What follows belongs to an exercise in optimizing a design on an open flow for small area; a production flow would make more cautious choices.
At most, simulation tests tie the RTL to the original design; equivalence was not proved.
Only the layout flow was run in runs 4 to 7; the RTL was not checked for function there.
Power is estimated from default activity; no workload was simulated.

<file path="design/flow/design.v">
module ad (
    input  clk,
    input  rst_n,
    input  ad_in,
    output adclk,
    output cs_n,
    output LED1,
    output LED2,
    output LED3,
    output LED4
);
    reg [5:0] l;    
    reg [7:0] h;    
    reg [3:0] w;    
    wire l_end = (l == 6'd39);
    wire t_ok  = w[3] & w[0];
    always @(posedge clk or negedge rst_n)
        if (!rst_n) begin
            l <= 6'd23;
            h <= 8'd97;
            w <= 4'd0;
        end else begin
            l <= l_end ? 6'd0 : l + 6'd1;
            if (l_end)
                h <= (h == 8'd199) ? 8'd0 : h + 8'd1;
            if (!t_ok && h == 8'd135 && l == 6'd37)
                w <= w + 4'd1;
        end
    wire l_lo = (l < 6'd20);
    assign cs_n  = ~((h < 8'd17) || (h == 8'd17 && l_lo));
    assign adclk = ~((h != 8'd0) && (h <= 8'd16) && l_lo);
    localparam Z = 3'b000, E86 = 3'b001, E8B = 3'b010, EC0 = 3'b011;
    localparam C4 = 3'b100, C1 = 3'b101, C2 = 3'b110, C3 = 3'b111;
    reg  [2:0] s;
    wire       samp = (l == 6'd19) && (h < 8'd16);
    wire [3:0] p    = h[3:0];
    wire [2:0] sp   = (p == 4'd0) ? Z : s;
    wire       b    = ad_in;
    wire [15:0] K860 = 16'h0860, K8B0 = 16'h08B0, KC0C = 16'h0C0C;
    wire c860 = K860[4'd15 - p];
    wire c8B0 = K8B0[4'd15 - p];
    wire cC0C = KC0C[4'd15 - p];
    reg [2:0] sn;
    always @(*) begin
        sn = sp;
        case (sp)
            Z:   if (b) sn = (p < 4'd4) ? C4 : (p == 4'd4) ? E86 : C1;
            E86: if (p <= 4'd8) begin
                     if (p == 4'd5)      sn = b ? EC0 : E86;
                     else if (p == 4'd8) sn = b ? E8B : E86;
                     else if (b)         sn = C3;
                 end else begin
                     if (b & ~c860)      sn = C2;
                     else if (~b & c860) sn = C1;
                 end
            E8B: if (b & ~c8B0)      sn = C3;
                 else if (~b & c8B0) sn = C2;
            EC0: if (b & ~cC0C)      sn = C4;
                 else if (~b & cC0C) sn = C3;
            default: sn = sp;
        endcase
    end
    always @(posedge clk)
        if (samp)
            s <= sn;
    wire win = (h > 8'd17) || (h == 8'd17 && l >= 6'd21);
    reg [4:1] led;
    always @(posedge clk or negedge rst_n)
        if (!rst_n)
            led <= 4'b1111;
        else if (!t_ok)
            led <= 4'b1111;
        else if (win)
            case (s[1:0])
                2'b01: led[4] <= 1'b0;
                2'b10: led <= 4'b1011;
                2'b11: led <= 4'b1101;
                2'b00: led <= s[2] ? 4'b1110 : 4'b1111;
            endcase
    assign LED1 = led[1];
    assign LED2 = led[2];
    assign LED3 = led[3];
    assign LED4 = led[4];
endmodule
module DoublePulse (
    input      clk,
    input      rst_n,
    input      TEM,
    output reg K
);
    reg       s0, s1;
    reg [6:0] cnt;
    reg [1:0] c;
    always @(posedge clk or negedge rst_n)
        if (!rst_n) begin
            s0  <= 1'b0;
            s1  <= 1'b0;
            cnt <= 7'd0;
            c   <= 2'd0;
            K   <= 1'b0;
        end else begin
            s0 <= TEM;
            s1 <= s0;
            if (s0 != s1 || cnt == 7'd99)
                cnt <= 7'd0;
            else
                cnt <= cnt + 7'd1;
            if (c == 2'd3) begin
                c <= 2'd0;
                K <= ~K;
            end else if (s1 != K)
                c <= 2'd0;
            else if (cnt == 7'd99)
                c <= c + 2'd1;
        end
endmodule
module err_high_detect (
    input  clk,
    input  rst_n,
    input  err,
    output led
);
    reg       e;     
    reg [2:0] st;
    always @(posedge clk or negedge rst_n)
        if (!rst_n) begin
            e  <= 1'b1;
            st <= 3'd0;
        end else begin
            e <= err;
            if (err != e)
                st <= 3'd0;
            else if (st != 3'd5)
                st <= st + 3'd1;
        end
    assign led = (st != 3'd5) | e;
endmodule
module uart_rx (
    input            sys_clk,
    input            sys_rst_n,
    input            rx,
    output reg [7:0] rx_data,
    output reg [3:0] bit_cnt,
    output reg       po_flag
);
    localparam IDLE = 4'd15;
    reg        rx_reg1, rx_reg2, rx_reg3;
    reg        start_nedge;
    reg [12:0] baud_cnt;
    wire work_en  = (bit_cnt != IDLE);
    wire bit_flag = (baud_cnt == 13'd2083);
    wire rx_flag  = (baud_cnt == 13'd2084) && (bit_cnt == 4'd0 || bit_cnt == IDLE);
    always @(posedge sys_clk or negedge sys_rst_n)
        if (!sys_rst_n) begin
            rx_reg1     <= 1'b1;
            rx_reg2     <= 1'b1;
            rx_reg3     <= 1'b1;
            start_nedge <= 1'b0;
            baud_cnt    <= 13'd0;
            bit_cnt     <= IDLE;
            po_flag     <= 1'b0;
        end else begin
            rx_reg1     <= rx;
            rx_reg2     <= rx_reg1;
            rx_reg3     <= rx_reg2;
            start_nedge <= ~rx_reg2 & rx_reg3;
            if (baud_cnt == 13'd4165 || !work_en)
                baud_cnt <= 13'd0;
            else
                baud_cnt <= baud_cnt + 13'd1;
            if (bit_flag && bit_cnt == 4'd8)
                bit_cnt <= start_nedge ? 4'd0 : IDLE;
            else if (bit_flag)
                bit_cnt <= bit_cnt + 4'd1;
            else if (start_nedge && !work_en)
                bit_cnt <= 4'd0;
            po_flag <= rx_flag;
        end
    always @(posedge sys_clk)
        if (bit_flag && bit_cnt != 4'd0)
            rx_data <= {rx_reg3, rx_data[7:1]};
endmodule
module uart_tx (
    input        sys_clk,
    input        sys_rst_n,
    input  [7:0] rx_data,
    input  [3:0] rx_cnt,
    input        pi_flag,
    output reg   tx
);
    localparam IDLE = 4'd15;
    reg [12:0] baud_cnt;
    reg [3:0]  bit_cnt;
    wire work_en  = (bit_cnt != IDLE);
    wire bit_flag = (baud_cnt == 13'd2);
    wire [2:0] shifted = (rx_cnt >= 4'd2 && rx_cnt <= 4'd8) ? rx_cnt[2:0] - 3'd1 : 3'd0;
    wire [2:0] idx     = bit_cnt[2:0] - 3'd1 - shifted;
    always @(posedge sys_clk or negedge sys_rst_n)
        if (!sys_rst_n) begin
            baud_cnt <= 13'd0;
            bit_cnt  <= IDLE;
            tx       <= 1'b1;
        end else begin
            if (baud_cnt == 13'd4165 || !work_en)
                baud_cnt <= 13'd0;
            else
                baud_cnt <= baud_cnt + 13'd1;
            if (bit_flag && bit_cnt == 4'd9)
                bit_cnt <= pi_flag ? 4'd0 : IDLE;
            else if (pi_flag && !work_en)
                bit_cnt <= 4'd0;
            else if (bit_flag)
                bit_cnt <= bit_cnt + 4'd1;
            if (bit_flag)
                case (bit_cnt)
                    4'd0:    tx <= 1'b0;
                    4'd9:    tx <= 1'b1;
                    default: tx <= rx_data[idx];
                endcase
        end
endmodule
module rs232 (
    input  sys_clk,
    input  sys_rst_n,
    input  rx,
    output tx
);
    wire [7:0] rx_data;
    wire [3:0] rx_cnt;
    wire       po_flag;
    uart_rx uart_rx_inst (
        .sys_clk   (sys_clk),
        .sys_rst_n (sys_rst_n),
        .rx        (rx),
        .rx_data   (rx_data),
        .bit_cnt   (rx_cnt),
        .po_flag   (po_flag)
    );
    uart_tx uart_tx_inst (
        .sys_clk   (sys_clk),
        .sys_rst_n (sys_rst_n),
        .rx_data   (rx_data),
        .rx_cnt    (rx_cnt),
        .pi_flag   (po_flag),
        .tx        (tx)
    );
endmodule
module UNIT_FINAL(
    input        clk,
    input        sys_rst_n,
    input        ad_in,
    output       adclk,
    input        TEM,
    input        rx,
    input  [3:0] ERR,
    output       tx,
    output       cs_n,
    output       K_1,
    output       K_2,
    output       K_3,
    output       K_4,
    output       LED1,
    output       LED2,
    output       LED3,
    output       LED4,
    output       LED5,
    output       LED7,
    output       LED8,
    output       LED9,
    output       LED10
);
    ad ad (
        .clk   (clk),
        .rst_n (sys_rst_n),
        .ad_in (ad_in),
        .adclk (adclk),
        .cs_n  (cs_n),
        .LED1  (LED1),
        .LED2  (LED2),
        .LED3  (LED3),
        .LED4  (LED4)
    );
    assign LED5 = 1'b1;
    wire k;
    DoublePulse DoublePulse1 (
        .clk   (clk),
        .rst_n (sys_rst_n),
        .TEM   (TEM),
        .K     (k)
    );
    assign K_1 = k;
    assign K_2 = k;
    assign K_3 = k;
    assign K_4 = k;
    err_high_detect err1 (.clk(clk), .rst_n(sys_rst_n), .err(ERR[0]), .led(LED10));
    err_high_detect err2 (.clk(clk), .rst_n(sys_rst_n), .err(ERR[1]), .led(LED9));
    err_high_detect err3 (.clk(clk), .rst_n(sys_rst_n), .err(ERR[2]), .led(LED8));
    err_high_detect err4 (.clk(clk), .rst_n(sys_rst_n), .err(ERR[3]), .led(LED7));
    rs232 rs232 (
        .sys_clk   (clk),
        .sys_rst_n (sys_rst_n),
        .rx        (rx),
        .tx        (tx)
    );
endmodule
</file>
<file path="design/flow/run.sh">
#!/bin/bash
# synth_recipe.tcl (not shown) runs the flow's synth.tcl, then flattens the netlist and writes it again
# the make line also repeats each setting of config.mk as NAME=value (left out here)
make -C /OpenROAD-flow-scripts/flow DESIGN_CONFIG=/design/flow/config.mk WORK_HOME=/design/flow/orfs CLKGATE_MAP_FILE= SYNTH_SCRIPT=/design/flow/synth_recipe.tcl finish
</file>
<file path="design/flow/config.mk">
export PLATFORM = sky130hd
export DESIGN_NAME = UNIT_FINAL
export DESIGN_NICKNAME = UNIT_FINAL
export VERILOG_FILES = /design/flow/design.v
export SDC_FILE = /design/flow/constraint.sdc
export NUM_CORES = 4
export LEC_CHECK = 0
export ABC_AREA = 1
export CAP_MARGIN = 20
export CORE_MARGIN = 2
export CORE_UTILIZATION = 40
export SLEW_MARGIN = 20
</file>
<file path="design/flow/constraint.sdc">
create_clock -name core_clock -period 25.0 [get_ports {clk}]
set_input_delay 5.0000 -clock core_clock [delete_from_list [all_inputs] [get_ports {clk}]]
set_output_delay 5.0000 -clock core_clock [all_outputs]
set_load 0.01 [all_outputs]
</file>
==> summary.md, run 1 <==
| Metric | Value |
|---|---|
| Outcome | complete, no violations |
| Vias per inst | 4.88 |
| Io pins | 25 |
| Hold-fix buffers, CTS | 0 |
| Reg power frac | 0.530 |
| Cts bufs inserted | 9 |
| Post-synthesis simple-gate area fraction | 0.271 |
| Post-route antenna net violation count | 0 |
| Fin nets | 762 |
| Post-Syn Area | 0.00575 sq mm |
| Synth area leaders | dfrtp_1, dfstp_2, nand2_1 |
| Crit-path leading delay family | buffers and inverters |
| Slew headroom | 0.362 |
| Final Util | 0.460 |
| Starting density of the core | 0.411 |
| Post-synthesis xor/xnor area fraction | 0.0457 |
| Slew Limit Fails | 0 |
| CTS tree | yes |
| Worst hold slack | 358 ps |
| CTS Root Cell | clkbuf_16 |
| H-Tree Depth | 3 |
| Crit path time final | 7170 ps |
| Final HPWL DP | 7780 microns |
| Routed vias | 4389 |
| Initial antenna violation count | 0 |
| Net load switching power | 83.5 uW |
| CTS Buffer Depth | 2 |
| Share of cells above drive strength 1 | 0.0960 |
| CTS clk-pin slew, worst paths | 70 ps |
| Cts repair resizes | 0 |
| Top cell by count, worst path | nand2_1 |
| GP Congestion | 0.916 |
| Post-synth net total | 737 |
| Number of global-route vias before repair | 4138 |
| Yosys Warn Count | 5 |
| Sequential area share after synthesis | 0.455 |
| Average wire per cell in the routed design | 11.8 microns |
| Buf+Inv Stages, Crit Path | 2 |
| Number of setup buffers added after CTS | 0 |
| CP Max Fanout | 6 |
| First-pass GRT wire length | 18300 microns |
| Top cell type's share of synthesized area | 0.274 |
| Max Freq | 139 MHz |
| DRC violation count after routing | 0 |
| Routed wire length | 10600 microns |
| Critical path depth | 7 |
| Setup crit end kind | output pin |
| DRT iter0 DRCs | 256 |
| Post-synthesis mux area share | 0 |
| Post-synthesis adder-cell area fraction | 0.0861 |
| Worst-Skew Late Latency | 350 ps |
| Logic gate share of total power | 0.069 |
| Antenna Cells | 0 |
| Rows | 43 |
| Critical Path Max Stage Delay | 560 ps |
| Clock share of power | 0.401 |
| Worst path slowest cell | dfstp_2 |
| Largest net degree at the start of global routing | 76 |
| P_int | 253 uW |
| RSZ-0062 raised after global routing | no |
| Core area | 0.0140 sq mm |
| Compound-Gate Fraction of Synth Area | 0.0659 |
| Fill count | 1390 |
| Pwr dens | 52.2 mW/mm^2 |
| Finish-stage setup viols | 0 |
| Yosys cell types | 39 |
| GRT overflow | 0 |
| Synthesis-to-layout area growth | 11.8% |
| Main combinational cell family by area after synthesis | simple AND/OR/NAND/NOR gates |
| Setup Crit Path Kind | reg2out |
| Min-Delay Path Class | reg2reg |
| Die width | 124 microns |
| Die area | 0.0154 sq mm |
| Final hold viol count | 0 |
| Fin crit share | 0.287 |
| Chip Height | 124 microns |
| R2r worst-path depth | 14 |
| Max-Cap Viols | 0 |
| Critical path arrival | 2170 ps |
| Commonest non-fill, non-tap cells in the layout | nand2_1, inv_1, nor2_1, dfrtp_1, nand3_1 |
| Syn Area/Cell | 8.35 sq um |
| Peak supply drop | 0.0392 mV |
| WHS Path Cells | 0 |
| Crit-path cells | inv_1 -> ha_1 -> nand2_1 -> nand2_1 -> nand2_1 -> nand3b_1 -> clkdlybuf4s50_1 |
| Worst slew pin tran | 952 ps |
| Sink Count | 101 |
| Mapped Cells | 689 |
| Commonest non-fill, non-tap cell in the layout | nand2_1 |
| Final Skew | 8.05 ps |
| Gr usage total | 0.150 |
| Switching Share | 0.248 |
| Area leader, netlist | dfrtp_1 |
| Setup TNS | 0 ps |
| Leakage | 0.00288 uW |
| Seq cells post-synth | 101 |
| Req. time, crit path | 20000 ps |
| Crit start category | flop |
| Drt pass-1 iters | 4 |
| Port-buffer cells | 23 |
## kinds of logic after synthesis
group | after synthesis
AND/OR/NAND/NOR | 344
AO/OA/AOI/OAI | 66
other | 1
adder cells (fa/ha/maj) | 39
buffers and inverters | 108
XOR/XNOR | 30
flip-flops | 101
## power groups by stage
stage / logic (uW) / clock network, uW / registers, uW
floorplan: 15.5 / 0 / 180
global placement: 22.1 / 0 / 181
detailed placement: 23.9 / 0 / 181
CTS: 23.9 / 140 / 178
global route: 26.7 / 148 / 179
finish: 23.2 / 135 / 178
## flip-flops by register name (all words and copies together) (netlist names), 2 cells and up
signal / cells
DoublePulse1.c: 2
DoublePulse1.cnt: 7
ad.h: 8
ad.l: 6
ad.led: 4
ad.s: 3
ad.w: 4
err1.st: 3
err2.st: 3
err3.st: 3
err4.st: 3
rs232.uart_rx_inst.baud_cnt: 13
rs232.uart_rx_inst.bit_cnt: 4
rs232.uart_rx_inst.rx_data: 8
rs232.uart_tx_inst.baud_cnt: 13
rs232.uart_tx_inst.bit_cnt: 4
## final cells by class
class                      instances  area [sq um]  area share
clock buffer                       9           225      0.0350
clock inverter                     7          57.6     0.00895
inverter                          97           364      0.0566
multi-input combinational        480          2700       0.420
sequential                       101          2620       0.407
tap                              180           225      0.0350
timing repair buffer              25           243      0.0377
## metrics by stage
step | cells | instance area, sq um | worst slack (ps) | power [uW]
after global placement | 883 | 6150 | 18260 | 203
after detailed placement | 883 | 6150 | 18230 | 205
after floorplan | 689 | 5750 | 18790 | 196
after CTS | 899 | 6430 | 17820 | 342
after global routing | 899 | 6430 | 17700 | 354
final | 899 | 6430 | 17830 | 336
## path summary, 6_finish.rpt
path	startpoint	to	slack (ps)
max	ad.h[0]	adclk	17830
min	rs232.uart_rx_inst.rx_reg1	rs232.uart_rx_inst.rx_reg2	360
max reg2reg	rs232.uart_rx_inst.bit_cnt[1]	rs232.uart_tx_inst.tx	22530
min reg2reg	rs232.uart_rx_inst.rx_reg1	rs232.uart_rx_inst.rx_reg2	360
max in group asynchronous	sys_rst_n	rs232.uart_rx_inst.po_flag	19330
min in group asynchronous	sys_rst_n	DoublePulse1.c[1]	4500
## cells in the mapped netlist, drive strengths merged
library cell	n
nand2	132
inv	96
nor2	76
nand3	65
dfrtp	63
ha	38
nor3	34
a21oi	29
dfstp	27
o21ai	25
xor2	19
nand4	16
edfxtp	11
xnor2	11
buf	10
or2	8
nor4	5
a31oi	4
nor3b	4
nand3b	3
o21bai	3
o31ai	2
a211oi	1
and3	1
clkbuf	1
clkinv	1
conb	1
fa	1
o211ai	1
o311ai	1
## layer usage
metal | GRT usage | share of wire | up-vias
met5 | 0 | 0 | -
met4 | 0.0421 | 0.0090 | 0
met3 | 0.0421 | 0.025 | 7
met2 | 0.250 | 0.48 | 37
met1 | 0.190 | 0.48 | 2057
li1 | - | - | 2288
==> inputs of run 2 (changes only) <==
--- a/design/flow/config.mk
+++ b/design/flow/config.mk
@@ -7,3 +7,2 @@
 export LEC_CHECK = 0
-export ABC_AREA = 1
 export CAP_MARGIN = 20
==> run 2 against run 1 <==
Still clean on timing, DRC and antenna. Sequential share of layout area rose by 0.91 points. Flip-flop and latch count unchanged. Critical path depth shrank 1. First-iteration DRC count up 15%. Setup slack got worse by 17 ps. Wire length shrank 3.3%. Non-clock buffer count stayed put. Via count fell by 8.9%. Clock skew fell by 2.3 ps. Synthesized cell count shrank 19%. Sequential power barely moved.
==> summary.md, run 2 <==
| Metric | Value |
|---|---|
| Outcome | complete, no violations |
| CTS tree | yes |
| Setup TNS | 0 ps |
| Final HPWL DP | 7210 microns |
| H-Tree Depth | 3 |
| Top cells by count, synth | nor2_1, dfrtp_1, nand2_1 |
| Antenna Cells | 0 |
| Initial antenna violation count | 0 |
| Fin nets | 620 |
| Commonest non-fill, non-tap cells in the layout | nor2_1, dfrtp_1, nand2_1, ha_1, inv_1 |
| Routed wire length | 10300 microns |
| Hold-fix buffers, CTS | 0 |
| Worst-Skew Late Latency | 340 ps |
| Max Freq | 139 MHz |
| Post-synthesis adder-cell area fraction | 0.0874 |
| Average wire per cell in the routed design | 13.6 microns |
| Largest net degree at the start of global routing | 76 |
| Leakage | 0.00255 uW |
| Routed vias | 3997 |
| Post-synthesis mux area share | 0.0190 |
| CTS Root Cell | clkbuf_16 |
| CP Max Fanout | 7 |
| Worst slew pin tran | 959 ps |
| Slew headroom | 0.360 |
| Setup crit end kind | output pin |
| Die area | 0.0151 sq mm |
| Number of setup buffers added after CTS | 0 |
| Sink Count | 101 |
| Number of global-route vias before repair | 4008 |
| Net load switching power | 74.5 uW |
| Gr usage total | 0.151 |
| Synthesis-to-layout area growth | 11.0% |
| R2r startpoint | rs232.uart_rx_inst.bit_cnt[1] |
| Req. time, crit path | 20000 ps |
| Yosys Warn Count | 5 |
| Fin crit share | 0.287 |
| Compound-Gate Fraction of Synth Area | 0.108 |
| Yosys cell types | 76 |
| Peak supply drop | 0.0391 mV |
| GP Congestion | 0.896 |
| Cts bufs inserted | 9 |
| Commonest non-fill, non-tap cell in the layout | nor2_1 |
| Mapped Cells | 555 |
| Pwr dens | 52.8 mW/mm^2 |
| First-pass GRT wire length | 18500 microns |
| Post-Syn Area | 0.00567 sq mm |
| Cts repair resizes | 0 |
| Top-count cell post-synth | nor2_1 |
| Reg power frac | 0.532 |
| Post-synth net total | 603 |
| Final Skew | 5.71 ps |
| Ys async rst share | 0.891 |
| Top FF cell, synth | dfrtp_1 |
| Hold Crit Start | rs232.uart_rx_inst.rx_reg1 |
| EDFF count, synth | 11 |
| Logic gate share of total power | 0.056 |
| Post-synthesis xor/xnor area fraction | 0.0726 |
| Drt pass-1 iters | 4 |
| Syn Area/Cell | 10.2 sq um |
| Sequential area share after synthesis | 0.461 |
| Port-buffer cells | 23 |
| Rows | 43 |
| DRC violation count after routing | 0 |
| Starting density of the core | 0.408 |
| P_int | 257 uW |
| Final hold viol count | 0 |
| Min-Delay Path Class | reg2reg |
| Vias per inst | 5.28 |
| Area leader, netlist | dfrtp_1 |
| Crit path from | ad.h[0] |
| Io pins | 25 |
| Share of cells above drive strength 1 | 0.120 |
| Seq cells post-synth | 101 |
| CTS Buffer Depth | 2 |
| Switching Share | 0.224 |
| Setup Crit Path Kind | reg2out |
| Clock share of power | 0.412 |
| Final Util | 0.453 |
| Synth area leaders | dfrtp_1, dfstp_2, ha_1 |
| RSZ-0062 raised after global routing | no |
| Critical path arrival | 2190 ps |
| Slew Limit Fails | 0 |
| Post-route antenna net violation count | 0 |
| Die width | 123 microns |
| Top cell type's share of synthesized area | 0.278 |
| Post-synthesis simple-gate area fraction | 0.205 |
| Finish-stage setup viols | 0 |
| DRT iter0 DRCs | 294 |
| Core area | 0.0139 sq mm |
| Fill count | 1315 |
| Crit path time final | 7190 ps |
| Max-Cap Viols | 0 |
| CTS clk-pin slew, worst paths | 70 ps |
| Chip Height | 123 microns |
| Crit start category | flop |
| GRT overflow | 0 |
| Main combinational cell family by area after synthesis | simple AND/OR/NAND/NOR gates |
[run 2: metal layers]
| metal | vias to the layer above | GRT usage | share of wire |
|---|---|---|---|
| li1 | 1974 | - | - |
| met3 | 5 | 0.0387 | 0.030 |
| met4 | 0 | 0.0391 | 0.0074 |
| met1 | 1960 | 0.199 | 0.47 |
| met5 | - | 0 | 0 |
| met2 | 58 | 0.250 | 0.49 |
[run 2: power groups by stage]
stage / Sequential (uW) / Combinational (uW) / Clock, uW
floorplan: 178 / 11.7 / 0
global placement: 179 / 17.6 / 0
detailed placement: 180 / 19.0 / 0
CTS: 177 / 19.1 / 143
global route: 177 / 22.3 / 151
finish: 177 / 18.6 / 137
[run 2: logic make-up (layout without fill, tap and decap cells)]
family,count (synthesis),count (layout)
AOI/OAI and AO/OA,90,90
xor gates and xnor gates,47,47
adders and majority gates,39,39
buffers and inverters,52,74
DFF,101,101
muxes,7,7
other,1,1
and+or+nand+nor,218,218
[run 2: critical path: stages (launching register included)]
cell,delay [ps]
dfstp_2,600
inv_1,100
ha_1,220
inv_1,80
o31ai_1,80
o21ai_0,200
clkdlybuf4s50_1,560
[run 2: area by class of cell]
class,instances,area [sq um],share of cell area
tap,180,225,0.0358
sequential,101,2620,0.416
inverter,33,124,0.0197
clock buffer,10,229,0.0364
timing repair buffer,25,243,0.0386
clock inverter,6,63.8,0.0101
multi-input combinational,402,2790,0.444
[run 2: final timing paths]
kind / end / slack [ps] / depth (start not counted)
min reg2reg: rs232.uart_rx_inst.rx_reg2 / 360 / 0
max reg2reg: rs232.uart_tx_inst.tx / 21890 / 11
min: rs232.uart_rx_inst.rx_reg2 / 360 / 0
max: cs_n / 17810 / 6
min in group asynchronous: ad.l[3] / 4510 / 1
max in group asynchronous: DoublePulse1.cnt[0] / 19270 / 2
[run 2: per-stage QoR]
stage	std cells	setup slack (ps)	total power, uW	area (sq um)	hold WS, ps
3_5_place_dp	741	18230	199	6000	349
4_1_cts	757	17810	338	6290	359
3_3_place_gp	741	18260	197	6000	347
5_1_grt	757	17660	350	6290	363
6_report	757	17810	332	6290	357
2_1_floorplan	555	18740	190	5670	345
==> inputs of run 3 (changes only) <==
--- a/design/flow/design.v
+++ b/design/flow/design.v
@@ -141,4 +141,3 @@
     input            rx,
-    output reg [7:0] rx_data,
-    output reg [3:0] bit_cnt,
+    output reg [7:0] po_data,
     output reg       po_flag
@@ -149,2 +148,4 @@
     reg [12:0] baud_cnt;
+    reg [3:0]  bit_cnt;
+    reg [7:0]  rx_data;
     wire work_en  = (bit_cnt != IDLE);
@@ -181,2 +182,5 @@
             rx_data <= {rx_reg3, rx_data[7:1]};
+    always @(posedge sys_clk)
+        if (rx_flag)
+            po_data <= rx_data;
 endmodule
@@ -185,4 +189,3 @@
     input        sys_rst_n,
-    input  [7:0] rx_data,
-    input  [3:0] rx_cnt,
+    input  [7:0] pi_data,
     input        pi_flag,
@@ -195,4 +198,2 @@
     wire bit_flag = (baud_cnt == 13'd2);
-    wire [2:0] shifted = (rx_cnt >= 4'd2 && rx_cnt <= 4'd8) ? rx_cnt[2:0] - 3'd1 : 3'd0;
-    wire [2:0] idx     = bit_cnt[2:0] - 3'd1 - shifted;
     always @(posedge sys_clk or negedge sys_rst_n)
@@ -217,3 +218,3 @@
                     4'd9:    tx <= 1'b1;
-                    default: tx <= rx_data[idx];
+                    default: tx <= pi_data[bit_cnt[2:0] - 3'd1];
                 endcase
@@ -227,4 +228,3 @@
 );
-    wire [7:0] rx_data;
-    wire [3:0] rx_cnt;
+    wire [7:0] po_data;
     wire       po_flag;
@@ -234,4 +234,3 @@
         .rx        (rx),
-        .rx_data   (rx_data),
-        .bit_cnt   (rx_cnt),
+        .po_data   (po_data),
         .po_flag   (po_flag)
@@ -241,4 +240,3 @@
         .sys_rst_n (sys_rst_n),
-        .rx_data   (rx_data),
-        .rx_cnt    (rx_cnt),
+        .pi_data   (po_data),
         .pi_flag   (po_flag),
==> run 3 against run 2 <==
Still clean on timing, DRC and antenna. Flip-flop and latch count up 8. Total power rose by 5.0%. First-iteration DRC count fell by 30%. Non-clock buffer count is 1 lower. Die area fell by 0.13%. Critical path depth is 1 lower. Setup slack got worse by 150 ps. Synthesized area decreased by 0.13%. Sequential power increased by 8%. Sequential share of layout area rose by 3.6 points. Synthesized cell count fell by 3.1%. Combinational power barely moved.
==> summary.md, run 3 <==
| Metric | Value |
|---|---|
| Outcome | complete, no violations |
| GRT overflow | 0 |
| Crit start category | flop |
| Port-buffer cells | 23 |
| Pwr dens | 55.1 mW/mm^2 |
| Seq cells post-synth | 109 |
| WHS Path Cells | 0 |
| Commonest non-fill, non-tap cell in the layout | nor2_1 |
| Antenna Cells | 0 |
| Die area | 0.0151 sq mm |
| Number of setup buffers added after CTS | 0 |
| Drt pass-1 iters | 4 |
| R2r startpoint | rs232.uart_tx_inst.bit_cnt[0] |
| CTS tree | yes |
| Sequential area share after synthesis | 0.505 |
| Peak supply drop | 0.0421 mV |
| Fin nets | 602 |
| R2r worst-path depth | 7 |
| Die width | 123 microns |
| Commonest non-fill, non-tap cells in the layout | nor2_1, dfrtp_1, nand2_1, ha_1, dfstp_2 |
| Gr usage total | 0.143 |
| Worst slew pin tran | 855 ps |
| CTS clk-pin slew, worst paths | 70 ps |
| H-Tree Depth | 3 |
| Min-Delay Path Class | reg2reg |
| Rows | 43 |
| Critical Path Max Stage Delay | 520 ps |
| DRT iter0 DRCs | 205 |
| Chip Height | 123 microns |
| Fill count | 1269 |
| Post-route antenna net violation count | 0 |
| Area leader, netlist | dfrtp_1 |
| Post-Syn Area | 0.00566 sq mm |
| Final HPWL DP | 6930 microns |
| CTS Buffer Depth | 2 |
| Top-count cell post-synth | nor2_1 |
| Top cells by count, synth | nor2_1, dfrtp_1, nand2_1 |
| Critical path arrival | 2340 ps |
| Cts repair resizes | 0 |
| Average wire per cell in the routed design | 13.4 microns |
| Ys async rst share | 0.826 |
| Hold Crit Start | rs232.uart_rx_inst.rx_reg1 |
| Syn Area/Cell | 10.5 sq um |
| Setup Crit Path Kind | reg2out |
| RR Endpoint | rs232.uart_tx_inst.tx |
| Final hold viol count | 0 |
| Max-Cap Viols | 0 |
| Hold-fix buffers, CTS | 0 |
| Initial antenna violation count | 0 |
| Routed vias | 3886 |
| Setup crit end kind | output pin |
| Top cell type's share of synthesized area | 0.278 |
| EDFF count, synth | 19 |
| First-pass GRT wire length | 17500 microns |
| Final Skew | 6.43 ps |
| Req. time, crit path | 20000 ps |
| Cts bufs inserted | 9 |
| Io pins | 25 |
| RSZ-0062 raised after global routing | no |
| Synth area leaders | dfrtp_1, dfstp_2, edfxtp_1 |
| Routed wire length | 9970 microns |
| Yosys Warn Count | 5 |
| Top FF cell, synth | dfrtp_1 |
| R2r setup slk | 22710 ps |
| Yosys cell types | 65 |
| GP Congestion | 0.829 |
| Post-synth net total | 583 |
| Core area | 0.0138 sq mm |
| Finish-stage setup viols | 0 |
| Fin crit share | 0.294 |
| Number of global-route vias before repair | 3825 |
| Crit path time final | 7340 ps |
| Mapped Cells | 538 |
| Crit-path cells | or3_4 -> or2_2 -> a21oi_1 -> a41oi_1 -> clkdlybuf4s50_1 |
| Share of cells above drive strength 1 | 0.110 |
| CTS Root Cell | clkbuf_16 |
| Largest net degree at the start of global routing | 52 |
| Final Util | 0.458 |
| CP Max Fanout | 5 |
| Max Freq | 136 MHz |
| Slew headroom | 0.430 |
| Setup TNS | 0 ps |
| Worst-Skew Late Latency | 340 ps |
| Worst path slowest cell | clkdlybuf4s50_1 |
| DRC violation count after routing | 0 |
| Synthesis-to-layout area growth | 11.8% |
| Worst Hold End | rs232.uart_rx_inst.rx_reg2 |
| Vias per inst | 5.24 |
| Slew Limit Fails | 0 |
| Leakage | 0.00263 uW |
| Starting density of the core | 0.409 |
| Sink Count | 109 |
[run 3: per-layer routing]
metal	vias up	global-route usage	routed length, microns
li1	1927	-	-
met1	1882	0.190	4840
met2	63	0.232	4650
met3	14	0.0244	291
met4	0	0.0597	184
met5	-	0	0
[run 3: per-stage QoR]
stage	hold WS, ps	cell area [sq um]	worst slack (ps)	instances	power (uW)
after floorplan	345	5660	18600	538	205
after global placement	357	6040	18060	726	211
after detailed placement	356	6040	18050	726	213
after CTS	367	6330	17660	742	355
after global routing	373	6330	17570	742	366
final	364	6330	17660	742	349
[run 3: worst max path at each step]
stage / from / endpoint / slack (ps)
after global placement: ad.h[5] / cs_n / 18060
after CTS: ad.h[5] / cs_n / 17660
after detailed placement: ad.h[5] / cs_n / 18050
after floorplan: ad.h[5] / cs_n / 18600
final: ad.h[5] / cs_n / 17660
after global routing: ad.h[1] / cs_n / 17570
[run 3: area by class of cell]
cell class	count	area [sq um]	area share
clock inverter	4	50.0	0.00791
sequential	109	2860	0.451
multi-input combinational	387	2630	0.415
inverter	26	97.6	0.0154
timing repair buffer	24	235	0.0372
tap	180	225	0.0356
clock buffer	12	236	0.0374
[run 3: kinds of logic after synthesis]
| logic type | after synthesis | synth area share |
|---|---|---|
| other | 1 | 0.000662 |
| adders and majority gates | 36 | 0.0796 |
| DFF | 109 | 0.505 |
| buffers and inverters | 42 | 0.0329 |
| muxes | 8 | 0.0148 |
| AOI/OAI and AO/OA | 79 | 0.0992 |
| and+or+nand+nor | 215 | 0.194 |
| xor gates and xnor gates | 48 | 0.0743 |
[run 3: critical path: cells and delay by family, from the launching register on]
kind                   cells  cell delay [ps]
AOI/OAI and AO/OA          2              350
DFF                        1              400
buffers and inverters      1              520
and+or+nand+nor            2              720
[run 3: power by group]
part / switching (uW) / leakage, uW / internal, uW
Clock: 61.6 / 0.000134 / 77.7
Combinational: 10.3 / 0.00121 / 8.08
Sequential: 4.57 / 0.00128 / 186
==> inputs of run 4 (changes only) <==
--- a/design/flow/design.v
+++ b/design/flow/design.v
@@ -31,36 +31,18 @@
     assign adclk = ~((h != 8'd0) && (h <= 8'd16) && l_lo);
-    localparam Z = 3'b000, E86 = 3'b001, E8B = 3'b010, EC0 = 3'b011;
-    localparam C4 = 3'b100, C1 = 3'b101, C2 = 3'b110, C3 = 3'b111;
-    reg  [2:0] s;
     wire       samp = (l == 6'd19) && (h < 8'd16);
     wire [3:0] p    = h[3:0];
-    wire [2:0] sp   = (p == 4'd0) ? Z : s;
     wire       b    = ad_in;
-    wire [15:0] K860 = 16'h0860, K8B0 = 16'h08B0, KC0C = 16'h0C0C;
-    wire c860 = K860[4'd15 - p];
-    wire c8B0 = K8B0[4'd15 - p];
-    wire cC0C = KC0C[4'd15 - p];
-    reg [2:0] sn;
-    always @(*) begin
-        sn = sp;
-        case (sp)
-            Z:   if (b) sn = (p < 4'd4) ? C4 : (p == 4'd4) ? E86 : C1;
-            E86: if (p <= 4'd8) begin
-                     if (p == 4'd5)      sn = b ? EC0 : E86;
-                     else if (p == 4'd8) sn = b ? E8B : E86;
-                     else if (b)         sn = C3;
-                 end else begin
-                     if (b & ~c860)      sn = C2;
-                     else if (~b & c860) sn = C1;
-                 end
-            E8B: if (b & ~c8B0)      sn = C3;
-                 else if (~b & c8B0) sn = C2;
-            EC0: if (b & ~cC0C)      sn = C4;
-                 else if (~b & cC0C) sn = C3;
-            default: sn = sp;
-        endcase
-    end
+    wire       first = (p == 4'd0);
+    wire [15:0] K1 = 16'h0860, K2 = 16'h08B0, K3 = 16'h0C0C;
+    wire [2:0] c = {K3[4'd15 - p], K2[4'd15 - p], K1[4'd15 - p]};
+    reg  [2:0] gt, eq;
+    reg        nz;
+    wire [2:0] eq_i = eq | {3{first}};
+    wire [2:0] gt_i = gt & ~{3{first}};
     always @(posedge clk)
-        if (samp)
-            s <= sn;
+        if (samp) begin
+            eq <= eq_i & ~({3{b}} ^ c);
+            gt <= gt_i | (eq_i & {3{b}} & ~c);
+            nz <= (nz & ~first) | b;
+        end
     wire win = (h > 8'd17) || (h == 8'd17 && l >= 6'd21);
@@ -72,9 +54,14 @@
             led <= 4'b1111;
-        else if (win)
-            case (s[1:0])
-                2'b01: led[4] <= 1'b0;
-                2'b10: led <= 4'b1011;
-                2'b11: led <= 4'b1101;
-                2'b00: led <= s[2] ? 4'b1110 : 4'b1111;
-            endcase
+        else if (win) begin
+            if (!nz)
+                led <= 4'b1111;            
+            else if (!gt[0])
+                led[4] <= 1'b0;            
+            else if (!gt[1])
+                led <= 4'b1011;            
+            else if (!gt[2])
+                led <= 4'b1101;            
+            else
+                led <= 4'b1110;            
+        end
     assign LED1 = led[1];
@@ -93,2 +80,4 @@
     reg [1:0] c;
+    localparam [6:0] C_99 = 7'd75;
+    wire tick = (cnt == C_99);
     always @(posedge clk or negedge rst_n)
@@ -103,6 +92,6 @@
             s1 <= s0;
-            if (s0 != s1 || cnt == 7'd99)
+            if (s0 != s1 || tick)
                 cnt <= 7'd0;
             else
-                cnt <= cnt + 7'd1;
+                cnt <= {cnt[5:0], ~(cnt[6] ^ cnt[5])};
             if (c == 2'd3) begin
@@ -112,3 +101,3 @@
                 c <= 2'd0;
-            else if (cnt == 7'd99)
+            else if (tick)
                 c <= c + 2'd1;
@@ -145,10 +134,17 @@
     localparam IDLE = 4'd15;
+    localparam [12:0] MASK = 13'b1010101010101;
+    localparam [12:0] Q_2083 = 13'd1989, Q_4165 = 13'd6425;
     reg        rx_reg1, rx_reg2, rx_reg3;
     reg        start_nedge;
-    reg [12:0] baud_cnt;
+    reg [12:0] baud_reg;
     reg [3:0]  bit_cnt;
     reg [7:0]  rx_data;
-    wire work_en  = (bit_cnt != IDLE);
-    wire bit_flag = (baud_cnt == 13'd2083);
-    wire rx_flag  = (baud_cnt == 13'd2084) && (bit_cnt == 4'd0 || bit_cnt == IDLE);
+    reg        rx_flag;
+    wire [12:0] q        = baud_reg ^ MASK;
+    wire        work_en  = (bit_cnt != IDLE);
+    wire        bit_flag = work_en && (q == Q_2083);
+    wire        load     = !work_en || (q == Q_4165);
+    wire [12:0] q_next   = load ? 13'd0 : {q[11:0], ~(q[12] ^ q[11])};
+    always @(posedge sys_clk)
+        baud_reg <= q_next ^ MASK;
     always @(posedge sys_clk or negedge sys_rst_n)
@@ -159,4 +155,4 @@
             start_nedge <= 1'b0;
-            baud_cnt    <= 13'd0;
             bit_cnt     <= IDLE;
+            rx_flag     <= 1'b0;
             po_flag     <= 1'b0;
@@ -167,6 +163,2 @@
             start_nedge <= ~rx_reg2 & rx_reg3;
-            if (baud_cnt == 13'd4165 || !work_en)
-                baud_cnt <= 13'd0;
-            else
-                baud_cnt <= baud_cnt + 13'd1;
             if (bit_flag && bit_cnt == 4'd8)
@@ -177,2 +169,3 @@
                 bit_cnt <= 4'd0;
+            rx_flag <= bit_flag && bit_cnt == 4'd8;
             po_flag <= rx_flag;
@@ -194,16 +187,18 @@
     localparam IDLE = 4'd15;
-    reg [12:0] baud_cnt;
+    localparam [12:0] MASK = 13'b1010101010101;
+    localparam [12:0] Q_2 = 13'd3, Q_4165 = 13'd6425;
+    reg [12:0] baud_reg;
     reg [3:0]  bit_cnt;
-    wire work_en  = (bit_cnt != IDLE);
-    wire bit_flag = (baud_cnt == 13'd2);
+    wire [12:0] q        = baud_reg ^ MASK;
+    wire        work_en  = (bit_cnt != IDLE);
+    wire        bit_flag = work_en && (q == Q_2);
+    wire        load     = !work_en || (q == Q_4165);
+    wire [12:0] q_next   = load ? 13'd0 : {q[11:0], ~(q[12] ^ q[11])};
+    always @(posedge sys_clk)
+        baud_reg <= q_next ^ MASK;
     always @(posedge sys_clk or negedge sys_rst_n)
         if (!sys_rst_n) begin
-            baud_cnt <= 13'd0;
-            bit_cnt  <= IDLE;
-            tx       <= 1'b1;
+            bit_cnt <= IDLE;
+            tx      <= 1'b1;
         end else begin
-            if (baud_cnt == 13'd4165 || !work_en)
-                baud_cnt <= 13'd0;
-            else
-                baud_cnt <= baud_cnt + 13'd1;
             if (bit_flag && bit_cnt == 4'd9)
==> run 4 against run 3 <==
Die area decreased by 9.8%. Synthesized area decreased by 10%. First-iteration DRC count decreased by 15%. Flip-flop and latch count increased by 5. Global-route usage increased by 0.072 points. Final area decreased by 3.4%. Combinational power decreased by 6%. Sequential share of layout area increased by 1.9 points. Setup slack improved by 40 ps. Register-to-register slack got worse by 210 ps. Utilization increased by 3.0 points. Critical path type unchanged. Critical path depth increased by 2.
==> summary.md, run 4 <==
| Metric | Value |
|---|---|
| Setup crit end kind | output pin |
| M1 GR Usage | 0.180 |
| Synth area leaders | dfrtp_1, dfstp_2, edfxtp_1 |
| Ys async rst share | 0.570 |
| Critical path arrival | 2300 ps |
| R2r worst-path depth | 4 |
| Starting density of the core | 0.406 |
| Initial antenna violation count | 0 |
| Logic gate share of total power | 0.036 |
| CTS clk-pin slew, worst paths | 50 ps |
| Max Freq | 137 MHz |
| Number of setup buffers added after CTS | 0 |
| Crit start category | flop |
| Final HPWL DP | 5860 microns |
| H-Tree Depth | 4 |
| Setup TNS | 0 ps |
| Die area | 0.0136 sq mm |
| Min-Delay Path Class | reg2reg |
| DRC violation count after routing | 0 |
| Crit path from | ad.h[0] |
| Share of cells above drive strength 1 | 0.141 |
| Post-Syn Area | 0.00509 sq mm |
| Gr usage total | 0.144 |
| Top-count cell post-synth | nor2_1 |
| GRT overflow | 0 |
| Commonest non-fill, non-tap cells in the layout | nor2_1, nand2_1, dfrtp_1, dfstp_2, dfxtp_1 |
| Req. time, crit path | 20000 ps |
| Hold-fix buffers, CTS | 0 |
| Average wire per cell in the routed design | 12.8 microns |
| Synthesis-to-layout area growth | 20.1% |
| Finish-stage setup viols | 0 |
| Sequential area share after synthesis | 0.565 |
| CP endpoint | adclk |
| CTS tree | yes |
| Sink Count | 114 |
| Outcome | complete, no violations |
| Top cells by count, synth | nor2_1, nand2_1, dfrtp_1 |
| Worst-Skew Late Latency | 410 ps |
| Met2 GRT Util | 0.229 |
| Largest net degree at the start of global routing | 66 |
| CTS Buffer Depth | 2 |
| Routed wire length | 8840 microns |
| Top FF cell, synth | dfrtp_1 |
| DRT iter0 DRCs | 175 |
| Design Area, Final | 0.00611 sq mm |
| Placed Area | 0.00545 sq mm |
| First-pass GRT wire length | 15200 microns |
| Cts bufs inserted | 17 |
| Worst slew pin tran | 1010 ps |
| Number of global-route vias before repair | 3335 |
| Post-synth net total | 510 |
| Slew Limit Fails | 0 |
| Power after layout | 481 uW |
| Yosys cell types | 56 |
| Fin nets | 536 |
| Port-buffer cells | 23 |
| Peak supply drop | 0.0473 mV |
| Core area | 0.0125 sq mm |
| Mapped Cells | 478 |
| GP Congestion | 0.813 |
| Post-route antenna net violation count | 0 |
| Area leader, netlist | dfrtp_1 |
| CTS Root Cell | clkbuf_16 |
| Cts repair resizes | 0 |
| Slew headroom | 0.319 |
| Vias per inst | 4.96 |
| Final Skew | 6.77 ps |
| Yosys Warn Count | 5 |
| Rows | 41 |
| Met3 usage | 0.0374 |
| Pwr dens | 78.7 mW/mm^2 |
| Routed vias | 3419 |
| Busiest grt layer | met2 |
| Reg power frac | 0.415 |
| R2r startpoint | ad.l[0] |
| Switching Share | 0.199 |
| Seq cells post-synth | 114 |
| Drt pass-1 iters | 5 |
| Setup Crit Path Kind | reg2out |
| Final hold viol count | 0 |
| Syn Area/Cell | 10.6 sq um |
| Top cell type's share of synthesized area | 0.187 |
| RR Endpoint | ad.eq[2] |
| Chip Height | 117 microns |
| Net load switching power | 95.6 uW |
| Fin crit share | 0.292 |
| WHS Path Cells | 0 |
| Io pins | 25 |
| CP Max Fanout | 7 |
| P_int | 385 uW |
| Commonest non-fill, non-tap cell in the layout | nor2_1 |
| Leakage | 0.00256 uW |
| RSZ-0062 raised after global routing | no |
| R2r setup slk | 22500 ps |
| Clock share of power | 0.549 |
| Max-Cap Viols | 0 |
| Antenna Cells | 0 |
| EDFF count, synth | 23 |
| Die width | 117 microns |
| Crit path time final | 7300 ps |
[run 4: final cells by class]
type | count | area [sq um]
clock inverter | 9 | 148
clock buffer | 23 | 509
sequential | 114 | 2870
multi-input combinational | 330 | 2070
fill | 1152 | 6410
tap | 172 | 215
timing repair buffer | 24 | 233
inverter | 17 | 63.8
[run 4: worst max-delay path, cell delays in order (launching register included)]
cell and delay (ps):
dfstp_2 550, inv_1 80, ha_1 260, nand2_1 200, xnor2_1 140, nor3_1 60, nand2_1 70, clkdlybuf4s50_1 530
[run 4: layer usage]
| layer | vias to the layer above | routed length [microns] |
|---|---|---|
| met3 | 15 | 249 |
| li1 | 1715 | - |
| met4 | 0 | 192 |
| met5 | - | 0 |
| met2 | 47 | 4210 |
| met1 | 1642 | 4190 |
[run 4: through the flow]
| step | setup WS, ps | std cells | util | hold WS, ps |
|---|---|---|---|---|
| 4_1_cts | 17670 | 689 | 0.488 | 355 |
| 6_report | 17700 | 689 | 0.488 | 354 |
| 2_1_floorplan | 18690 | 478 | - | 345 |
| 3_3_place_gp | 18130 | 657 | 0.436 | 347 |
| 5_1_grt | 17540 | 689 | 0.488 | 358 |
| 3_5_place_dp | 18110 | 657 | 0.436 | 348 |
[run 4: cells by family (layout without fill, tap and decap cells)]
family,count (synthesis),after routing,share of synthesized area
buf+inv,34,73,0.0285
simple gates,196,196,0.191
xor+xnor,28,28,0.0482
compound gates,71,71,0.0878
flops,114,114,0.565
other cells,1,1,0.000737
mux,11,11,0.0226
fa+ha+maj,23,23,0.0566
[run 4: worst min-delay path by stage]
| stage | slack [ps] | start | end |
|---|---|---|---|
| global route | 360 | rs232.uart_rx_inst.rx_reg1 | rs232.uart_rx_inst.rx_reg2 |
| global placement | 350 | rs232.uart_rx_inst.rx_reg1 | rs232.uart_rx_inst.rx_reg2 |
| CTS | 350 | rs232.uart_rx_inst.rx_reg1 | rs232.uart_rx_inst.rx_reg2 |
| floorplan | 350 | rs232.uart_rx_inst.rx_reg1 | rs232.uart_rx_inst.rx_reg2 |
| detailed placement | 350 | rs232.uart_rx_inst.rx_reg1 | rs232.uart_rx_inst.rx_reg2 |
| finish | 350 | rs232.uart_rx_inst.rx_reg1 | rs232.uart_rx_inst.rx_reg2 |
[run 4: power by group through the flow]
stage | logic [uW] | registers [uW] | clock network, uW
floorplan | 11.2 | 202 | 0
global placement | 16.2 | 202 | 0
detailed placement | 17.2 | 203 | 0
CTS | 17.7 | 200 | 269
global route | 19.9 | 200 | 277
finish | 17.2 | 200 | 264
==> inputs of run 5 (changes only) <==
--- a/design/flow/config.mk
+++ b/design/flow/config.mk
@@ -10,2 +10,5 @@
 export CORE_UTILIZATION = 40
+export CTS_BUF_LIST = sky130_fd_sc_hd__clkbuf_4
+export CTS_CLUSTER_DIAMETER = 100
+export CTS_CLUSTER_SIZE = 50
 export SLEW_MARGIN = 20
==> run 5 against run 4 <==
Setup slack got worse by 99 ps. Still clean on timing, DRC and antenna. Non-clock buffer count stayed put. Critical endpoint unchanged. Clock skew up 9.4 ps. Count of clock-buffer cells in the layout down 5. Total power shrank 23%. Synthesized cell count is the same. Sequential power about the same.
==> summary.md, run 5 <==
| Metric | Value |
|---|---|
| R2r startpoint | ad.l[0] |
| Routed wire length | 8600 microns |
| Fin nets | 536 |
| Ys async rst share | 0.570 |
| Fill count | 1195 |
| Crit path time final | 7400 ps |
| Chip Height | 117 microns |
| Crit path from | ad.h[0] |
| Worst slew pin tran | 1000 ps |
| Yosys cell types | 56 |
| Top cells by count, synth | nor2_1, nand2_1, dfrtp_1 |
| Top cell by count, worst path | nand2_1 |
| Rows | 41 |
| Io pins | 25 |
| Starting density of the core | 0.406 |
| Commonest non-fill, non-tap cells in the layout | nor2_1, nand2_1, dfrtp_1, dfstp_2, dfxtp_1 |
| Port-buffer cells | 23 |
| DRC violation count after routing | 0 |
| Mapped Cells | 478 |
| Max Freq | 135 MHz |
| Top FF cell, synth | dfrtp_1 |
| Outcome | complete, no violations |
| CP endpoint | adclk |
| Pwr dens | 64.2 mW/mm^2 |
| Final HPWL DP | 5860 microns |
| Top cell type's share of synthesized area | 0.187 |
| Setup TNS | 0 ps |
| Cts bufs inserted | 17 |
| Slew Limit Fails | 0 |
| Die area | 0.0136 sq mm |
| Initial antenna violation count | 0 |
| Post-synthesis simple-gate area fraction | 0.191 |
| Setup Crit Path Kind | reg2out |
| GP Congestion | 0.813 |
| Largest net degree at the start of global routing | 66 |
| Average wire per cell in the routed design | 12.5 microns |
| Seq cells post-synth | 114 |
| Critical Path Max Stage Delay | 570 ps |
| Synth area leaders | dfrtp_1, dfstp_2, edfxtp_1 |
| Net load switching power | 80.6 uW |
| Max-Cap Viols | 0 |
| Finish-stage setup viols | 0 |
| Commonest non-fill, non-tap cell in the layout | nor2_1 |
| R2r setup slk | 22490 ps |
| Power after layout | 371 uW |
| Syn Area/Cell | 10.6 sq um |
| First-pass GRT wire length | 15000 microns |
| Crit start category | flop |
| Cts repair resizes | 0 |
| Post-synthesis xor/xnor area fraction | 0.0482 |
| Synthesis-to-layout area growth | 13.7% |
| Clock share of power | 0.419 |
| Final Skew | 16.2 ps |
| Post-route antenna net violation count | 0 |
| Leakage | 0.00241 uW |
| Share of cells above drive strength 1 | 0.135 |
| Req. time, crit path | 20000 ps |
| EDFF count, synth | 23 |
| Post-synthesis mux area share | 0.0226 |
| Logic gate share of total power | 0.045 |
| Hold-fix buffers, CTS | 0 |
| Slew headroom | 0.325 |
| Vias per inst | 4.92 |
| Compound-Gate Fraction of Synth Area | 0.0878 |
| Number of setup buffers added after CTS | 0 |
| Gr usage total | 0.141 |
| DRT iter0 DRCs | 209 |
| Worst-Skew Late Latency | 500 ps |
| P_int | 291 uW |
| Reg power frac | 0.536 |
| Sequential area share after synthesis | 0.565 |
| Post-Syn Area | 0.00509 sq mm |
| Final hold viol count | 0 |
| Number of global-route vias before repair | 3318 |
| Die width | 117 microns |
| R2r worst-path depth | 4 |
| RR Endpoint | ad.eq[2] |
| Worst path slowest cell | dfstp_2 |
| Post-synth net total | 510 |
| CTS clk-pin slew, worst paths | 90 ps |
| Sink Count | 114 |
| Post-synthesis adder-cell area fraction | 0.0566 |
| Crit-path cells | inv_1 -> ha_1 -> nand2_1 -> xnor2_1 -> nor3_1 -> nand2_1 -> clkdlybuf4s50_1 |
| Routed vias | 3392 |
| Area leader, netlist | dfrtp_1 |
| Min-Delay Path Class | reg2reg |
| Peak supply drop | 0.0292 mV |
| RSZ-0062 raised after global routing | no |
| CTS Buffer Depth | 2 |
| Fin crit share | 0.296 |
| Top-count cell post-synth | nor2_1 |
| Critical path arrival | 2400 ps |
| GRT overflow | 0 |
| Core area | 0.0125 sq mm |
| CTS Root Cell | clkbuf_4 |
| CP Max Fanout | 7 |
| Flip-flop and latch area | 0.00287 sq mm |
| Main combinational cell family by area after synthesis | simple AND/OR/NAND/NOR gates |
| H-Tree Depth | 4 |
| Drt pass-1 iters | 4 |
| Yosys Warn Count | 5 |
| Multi-input gate area | 0.00207 sq mm |
| Antenna Cells | 0 |
| Switching Share | 0.217 |
| Setup crit end kind | output pin |
| CTS tree | yes |
## run 5: cell counts after synthesis
Identical to the previous run, type by type.
## run 5: how the worst min path moves through the flow
stage / start / cells past startpoint / endpoint / slack, ps
after floorplan: rs232.uart_rx_inst.rx_reg1 / 0 / rs232.uart_rx_inst.rx_reg2 / 350
after CTS: rs232.uart_rx_inst.rx_reg1 / 0 / rs232.uart_rx_inst.rx_reg2 / 360
after global routing: rs232.uart_rx_inst.rx_reg1 / 0 / rs232.uart_rx_inst.rx_reg2 / 360
after global placement: rs232.uart_rx_inst.rx_reg1 / 0 / rs232.uart_rx_inst.rx_reg2 / 350
after detailed placement: rs232.uart_rx_inst.rx_reg1 / 0 / rs232.uart_rx_inst.rx_reg2 / 350
final: rs232.uart_rx_inst.rx_reg1 / 0 / rs232.uart_rx_inst.rx_reg2 / 360
## run 5: cell families after synthesis
kind of cell	count (synthesis)
DFF	114
other	1
AOI/OAI and AO/OA	71
xor gates and xnor gates	28
and+or+nand+nor	196
buffers and inverters	34
adders and majority gates	23
muxes	11
## run 5: layout make-up
cell class,instances,share of cell area
Timing Repair Buffer,24,0.0403
Multi-Input combinational cell,330,0.358
Tap cell,172,0.0372
Sequential cell,114,0.497
Inverter,17,0.0110
Clock buffer,18,0.0234
Clock inverter,14,0.0333
## run 5: power groups by stage
stage	clock network (uW)	logic [uW]	registers [uW]
6_report	156	16.8	199
4_1_cts	160	17.4	199
5_1_grt	169	20.0	200
3_3_place_gp	0	16.2	202
3_5_place_dp	0	17.2	203
2_1_floorplan	0	11.2	202
## run 5: metal layers
metal  vias to the layer above  GRT usage  part of all wire
met4                         0     0.0478             0.013
met5                         -          0                 0
met2                        39      0.225              0.47
met3                        11     0.0483             0.033
li1                       1713          -                 -
met1                      1629      0.178              0.48
## run 5: critical path: cells and delay by family, from the launching register on
family,cells,cell delay [ps]
fa+ha+maj,1,260
flops,1,570
xor+xnor,1,140
buf+inv,2,610
simple gates,3,330
## run 5: stage by stage
| stage | cells | worst slack (ps) | utilization | area, sq um | hold slack [ps] |
|---|---|---|---|---|---|
| floorplan | 478 | 18690 | - | 5090 | 345 |
| global placement | 657 | 18130 | 0.436 | 5450 | 347 |
| detailed placement | 657 | 18110 | 0.436 | 5450 | 348 |
| CTS | 689 | 17540 | 0.462 | 5780 | 361 |
| global route | 689 | 17390 | 0.462 | 5780 | 365 |
| finish | 689 | 17600 | 0.462 | 5780 | 359 |
==> inputs of run 6 (changes only) <==
--- a/design/flow/config.mk
+++ b/design/flow/config.mk
@@ -11,4 +11,4 @@
 export CTS_BUF_LIST = sky130_fd_sc_hd__clkbuf_4
-export CTS_CLUSTER_DIAMETER = 100
-export CTS_CLUSTER_SIZE = 50
+export CTS_CLUSTER_DIAMETER = 500
+export CTS_CLUSTER_SIZE = 100
 export SLEW_MARGIN = 20
==> run 6 against run 5 <==
Clock power barely moved. Critical path depth unchanged. Combinational power about the same. Non-clock buffer count unchanged. Count of clock-buffer cells in the layout did not move. Largest power group unchanged. Sequential share of layout area stayed put.
==> summary.md, run 6 <==
| Metric | Value |
|---|---|
| Hold-fix buffers, CTS | 0 |
| Ys async rst share | 0.570 |
| Crit path time final | 7400 ps |
| Flip-flop and latch area | 0.00287 sq mm |
| DRC violation count after routing | 0 |
| DRT iter0 DRCs | 209 |
| CP Max Fanout | 7 |
| First-pass GRT wire length | 15000 microns |
| Top FF cell, synth | dfrtp_1 |
| Synth area leaders | dfrtp_1, dfstp_2, edfxtp_1 |
| Finish-stage setup viols | 0 |
| Number of global-route vias before repair | 3318 |
| Number of setup buffers added after CTS | 0 |
| R2r setup slk | 22490 ps |
| Port-buffer cells | 23 |
| Synthesis-to-layout area growth | 13.7% |
| Top cells by count, synth | nor2_1, nand2_1, dfrtp_1 |
| Commonest non-fill, non-tap cell in the layout | nor2_1 |
| Design Area, Final | 0.00578 sq mm |
| Fill count | 1195 |
| Final hold viol count | 0 |
| Min-Delay Path Class | reg2reg |
| Final Skew | 16.2 ps |
| Peak supply drop | 0.0292 mV |
| Leakage | 0.00241 uW |
| Inst Count DP | 657 |
| Routed vias | 3392 |
| R2r worst-path depth | 4 |
| Post-synth net total | 510 |
| Die width | 117 microns |
| Setup TNS | 0 ps |
| Syn Area/Cell | 10.6 sq um |
| Hold Crit Start | rs232.uart_rx_inst.rx_reg1 |
| Busiest grt layer | met2 |
| Area leader, netlist | dfrtp_1 |
| Max Freq | 135 MHz |
| Die area | 0.0136 sq mm |
| Sequential area share after synthesis | 0.565 |
| Gr usage total | 0.141 |
| Seq cells post-synth | 114 |
| Worst-Skew Late Latency | 500 ps |
| Antenna Cells | 0 |
| Rows | 41 |
| CTS clk-pin slew, worst paths | 90 ps |
| Slew headroom | 0.325 |
| H-Tree Depth | 4 |
| Multi-input gate area | 0.00207 sq mm |
| M1 GR Usage | 0.178 |
| Crit start category | flop |
| Outcome | complete, no violations |
| Core area | 0.0125 sq mm |
| GRT overflow | 0 |
| Cts bufs inserted | 17 |
| Starting density of the core | 0.406 |
| CTS Root Cell | clkbuf_4 |
| Finished Layout Cells | 689 |
| Mapped Cells | 478 |
| Vias per inst | 4.92 |
| GP Congestion | 0.813 |
| Commonest non-fill, non-tap cells in the layout | nor2_1, nand2_1, dfrtp_1, dfstp_2, dfxtp_1 |
| Cts repair resizes | 0 |
| Yosys Warn Count | 5 |
| Routed wire length | 8600 microns |
| Req. time, crit path | 20000 ps |
| CTS tree | yes |
| Io pins | 25 |
| Yosys cell types | 56 |
| Initial antenna violation count | 0 |
| Top cell type's share of synthesized area | 0.187 |
| Placed Area | 0.00545 sq mm |
| Largest net degree at the start of global routing | 66 |
| R2r startpoint | ad.l[0] |
| Critical path arrival | 2400 ps |
| Met3 usage | 0.0483 |
| WHS Path Cells | 0 |
| CTS Buffer Depth | 2 |
| Max-Cap Viols | 0 |
| EDFF count, synth | 23 |
| Share of cells above drive strength 1 | 0.135 |
| Post-Syn Area | 0.00509 sq mm |
| Worst slew pin tran | 1000 ps |
| Fin nets | 536 |
| Setup crit end kind | output pin |
| Post-route antenna net violation count | 0 |
| Met2 GRT Util | 0.225 |
| Worst hold slack | 359 ps |
| Pwr dens | 64.2 mW/mm^2 |
| RR Endpoint | ad.eq[2] |
| Top-count cell post-synth | nor2_1 |
| Final HPWL DP | 5860 microns |
| Setup Crit Path Kind | reg2out |
| Worst Hold End | rs232.uart_rx_inst.rx_reg2 |
| Drt pass-1 iters | 4 |
| Sink Count | 114 |
| Average wire per cell in the routed design | 12.5 microns |
| Chip Height | 117 microns |
| Fin crit share | 0.296 |
| RSZ-0062 raised after global routing | no |
| Slew Limit Fails | 0 |
==> run 6: cell counts after synthesis <==
Identical to the previous run, type by type.
==> run 6: how the worst max path moves through the flow <==
stage / slack [ps] / startpoint / to
after global routing: 17390 / ad.h[0] / adclk
after CTS: 17540 / ad.h[0] / adclk
final: 17600 / ad.h[0] / adclk
after global placement: 18130 / ad.h[0] / adclk
after detailed placement: 18110 / ad.h[0] / adclk
after floorplan: 18690 / ad.h[0] / adclk
==> run 6: stage by stage <==
stage | setup WS (ps) | util | total power [uW]
finish | 17600 | 0.462 | 371
CTS | 17540 | 0.462 | 377
global route | 17390 | 0.462 | 389
detailed placement | 18110 | 0.436 | 220
floorplan | 18690 | - | 213
global placement | 18130 | 0.436 | 218
==> run 6: layout make-up <==
cell class,count,area share
clock buffer,18,0.0234
clock inverter,14,0.0333
inverter,17,0.0110
multi-input combinational,330,0.358
sequential,114,0.497
tap,172,0.0372
timing repair buffer,24,0.0403
==> run 6: report_power, final <==
part	internal, uW	leakage, uW	switching (uW)	total (uW)
logic	7.82	0.00102	9.02	16.8
registers	194	0.00121	4.65	199
clock network	88.6	0.000176	66.9	156
==> run 6: cells by family after synthesis <==
logic type | count (synthesis) | synth area share
and+or+nand+nor | 196 | 0.191
DFF | 114 | 0.565
AOI/OAI and AO/OA | 71 | 0.0878
buffers and inverters | 34 | 0.0285
xor gates and xnor gates | 28 | 0.0482
adders and majority gates | 23 | 0.0566
muxes | 11 | 0.0226
other | 1 | 0.000737
==> run 6: critical path, cell delays in order (launching register included) <==
cell and delay, ps:
dfstp_2 570, inv_1 80, ha_1 260, nand2_1 200, xnor2_1 140, nor3_1 60
nand2_1 70, clkdlybuf4s50_1 530
==> run 6: metal layers <==
layer	up-vias	share of wire
met1	1629	0.48
met4	0	0.013
li1	1713	-
met5	-	0
met3	11	0.033
met2	39	0.47
==> inputs of run 7 (changes only) <==
--- a/design/flow/config.mk
+++ b/design/flow/config.mk
@@ -10,3 +10,3 @@
 export CORE_UTILIZATION = 40
-export CTS_BUF_LIST = sky130_fd_sc_hd__clkbuf_4
+export CTS_BUF_LIST = sky130_fd_sc_hd__clkbuf_8
 export CTS_CLUSTER_DIAMETER = 500
==> run 7 against run 6 <==
Total power rose by 12%. Synthesized area unchanged. Die area did not move. Non-clock buffer count stayed put. Fmax grew 1.1%. Final cell count unchanged. Hold slack worse by 3.6 ps.
==> summary.md, run 7 <==
| Metric | Value |
|---|---|
| Outcome | complete, no violations |
| Min-Delay Path Class | reg2reg |
| Worst-Skew Late Latency | 420 ps |
| Port-buffer cells | 23 |
| Top FF cell, synth | dfrtp_1 |
| Number of setup buffers added after CTS | 0 |
| Flip-flop and latch area | 0.00287 sq mm |
| Final hold viol count | 0 |
| Crit start category | flop |
| Initial antenna violation count | 0 |
| EDFF count, synth | 23 |
| Synthesis-to-layout area growth | 16.5% |
| Io pins | 25 |
| Routed vias | 3384 |
| Number of global-route vias before repair | 3311 |
| Ys async rst share | 0.570 |
| Synth area leaders | dfrtp_1, dfstp_2, edfxtp_1 |
| Post-Syn Area | 0.00509 sq mm |
| Commonest non-fill, non-tap cell in the layout | nor2_1 |
| Post-synth net total | 510 |
| Leakage | 0.00247 uW |
| Antenna Cells | 0 |
| Final Skew | 9.33 ps |
| Drt pass-1 iters | 5 |
| DRT iter0 DRCs | 166 |
| CTS tree | yes |
| Yosys cell types | 56 |
| Setup crit end kind | output pin |
| Top cell type's share of synthesized area | 0.187 |
| Post-place setup slack | 18110 ps |
| Crit path time final | 7320 ps |
| CP Max Fanout | 7 |
| Hold-fix buffers, CTS | 0 |
| Post-route antenna net violation count | 0 |
| GRT overflow | 0 |
| Mapped Cells | 478 |
| CTS Root Cell | clkbuf_8 |
| Commonest non-fill, non-tap cells in the layout | nor2_1, nand2_1, dfrtp_1, dfstp_2, dfxtp_1 |
| Finish-stage setup viols | 0 |
| CTS Buffer Depth | 2 |
| Logic gate share of total power | 0.040 |
| Power after layout | 417 uW |
| Switching Share | 0.206 |
| Slew headroom | 0.318 |
| Max-Cap Viols | 0 |
| Rows | 41 |
| Top cell by count, worst path | nand2_1 |
| Sequential area share after synthesis | 0.565 |
| Req. time, crit path | 20000 ps |
| Crit-path cells | inv_1 -> ha_1 -> nand2_1 -> xnor2_1 -> nor3_1 -> nand2_1 -> clkdlybuf4s50_1 |
| DRC violation count after routing | 0 |
| Final HPWL DP | 5860 microns |
| Area leader, netlist | dfrtp_1 |
| Reg power frac | 0.478 |
| Critical path arrival | 2320 ps |
| Setup Crit Path Kind | reg2out |
| Starting density of the core | 0.406 |
| Sink Count | 114 |
| Worst hold slack | 356 ps |
| RSZ-0062 raised after global routing | no |
| Largest net degree at the start of global routing | 66 |
| Vias per inst | 4.91 |
| Average wire per cell in the routed design | 12.5 microns |
| Die width | 117 microns |
| Cts repair resizes | 0 |
| Peak supply drop | 0.0359 mV |
| Fill count | 1171 |
| Met3 wire len | 244 microns |
| H-Tree Depth | 4 |
| Cts bufs inserted | 17 |
| Routed wire length | 8600 microns |
| WL met2 | 4090 microns |
| Share of cells above drive strength 1 | 0.141 |
| Pwr dens | 70.4 mW/mm^2 |
| P_int | 331 uW |
| Seq cells post-synth | 114 |
| Multi-input gate area | 0.00207 sq mm |
| Setup ws final | 17680 ps |
| Max Freq | 137 MHz |
| Fin nets | 536 |
| Gr usage total | 0.141 |
| M1 WL | 4120 microns |
| Clock share of power | 0.481 |
| Fin crit share | 0.293 |
| CTS clk-pin slew, worst paths | 60 ps |
| First-pass GRT wire length | 15000 microns |
| Net load switching power | 85.9 uW |
| Setup TNS | 0 ps |
| Top cells by count, synth | nor2_1, nand2_1, dfrtp_1 |
| DR top layer | met4 |
| Chip Height | 117 microns |
| GP Congestion | 0.813 |
| Core area | 0.0125 sq mm |
| Worst slew pin tran | 1010 ps |
| Yosys Warn Count | 5 |
| Die area | 0.0136 sq mm |
| Critical Path Max Stage Delay | 560 ps |
| Worst path slowest cell | dfstp_2 |
| Syn Area/Cell | 10.6 sq um |
| Slew Limit Fails | 0 |
| Top-count cell post-synth | nor2_1 |
## run 7: cell count changes in the layout (fill, tap and decap cells not counted)
cell | previous run | this run
inv_1 | 17 | 18
clkbuf_4 | 18 | 0
clkinv_1 | 4 | 0
clkbuf_8 | 0 | 21
## run 7: final timing paths
| path | from | to | slack (ps) | depth (start not counted) |
|---|---|---|---|---|
| setup / recovery | ad.h[0] | adclk | 17680 | 7 |
| hold / removal | rs232.uart_rx_inst.rx_reg1 | rs232.uart_rx_inst.rx_reg2 | 360 | 0 |
| setup reg to reg | ad.l[0] | ad.eq[2] | 22500 | 4 |
| hold reg to reg | rs232.uart_rx_inst.rx_reg1 | rs232.uart_rx_inst.rx_reg2 | 360 | 0 |
| max in group asynchronous | sys_rst_n | DoublePulse1.c[0] | 19700 | 2 |
| min in group asynchronous | sys_rst_n | err2.st[2] | 4750 | 2 |
## run 7: cell type report
| class | count | share of cell area |
|---|---|---|
| Clock buffer | 21 | 0.0488 |
| Clock inverter | 11 | 0.0306 |
| Sequential cell | 114 | 0.485 |
| Tap cell | 172 | 0.0363 |
| Multi-Input combinational cell | 330 | 0.349 |
| Inverter | 17 | 0.0108 |
| Timing Repair Buffer | 24 | 0.0393 |
## run 7: worst max-delay path, delay by kind of cell (launching register included)
family                   cells  cell delay [ps]
flip-flops                   1              560
XOR/XNOR                     1              140
adder cells (fa/ha/maj)      1              260
AND/OR/NAND/NOR              3              330
buffers and inverters        2              610
## run 7: cell families (layout without fill, tap and decap cells)
logic type / Yosys count / in the layout / synth area share
buf+inv: 34 / 73 / 0.0285
compound gates: 71 / 71 / 0.0878
mux: 11 / 11 / 0.0226
fa+ha+maj: 23 / 23 / 0.0566
flops: 114 / 114 / 0.565
other cells: 1 / 1 / 0.000737
xor+xnor: 28 / 28 / 0.0482
simple gates: 196 / 196 / 0.191
## run 7: per-layer routing
layer  global-route usage  vias up
li1                     -     1712
met1                0.179     1621
met2                0.226       39
met3               0.0420       12
met4               0.0588        0
met5                    0        -
## run 7: stage by stage
stage          cell area [sq um]  utilization  instances
6_report                    5920        0.473        689
5_1_grt                     5920        0.473        689
2_1_floorplan               5090            -        478
4_1_cts                     5920        0.473        689
3_5_place_dp                5450        0.436        657
3_3_place_gp                5450        0.436        657
## run 7: power by group through the flow
stage	registers [uW]	clock network, uW	logic [uW]
CTS	199	206	17.4
detailed placement	203	0	17.2
floorplan	202	0	11.2
global route	200	214	19.9
finish	199	201	16.8
global placement	202	0	16.2

static timing again, ports no longer ideal:
How much do the figures lean on ideal ports? The routed layouts below were timed once more, with nothing changed but the port constraints.
Step 1 sets driving cells, clkbuf_16 on the clock port and buf_2 on the other inputs (assumed; they add their load-dependent delay and slew).
Step 2, shift: input delay + t, output delay - t, t = (earliest + latest rising clock arrival at the registers) / 2. This alone moves slack from input paths to output paths.
a / b / c = ideal ports / drivers / drivers and shift; a / b = the first two.
run | t (ns) | slack for setup (ns)
run 1 | 0.388 | 17.831 / 17.791 / 18.179
run 2 | 0.379 | 17.814 / 17.774 / 18.152
run 3 | 0.381 | 17.662 / 17.621 / 18.002
run 4 | 0.447 | 17.701 / 17.660 / 18.107
run 5 | 0.524 | 17.603 / 17.571 / 18.095
run 6 | 0.524 | 17.603 / 17.571 / 18.095
run 7 | 0.450 | 17.682 / 17.650 / 18.100
After both steps every run listed still meets setup and hold.
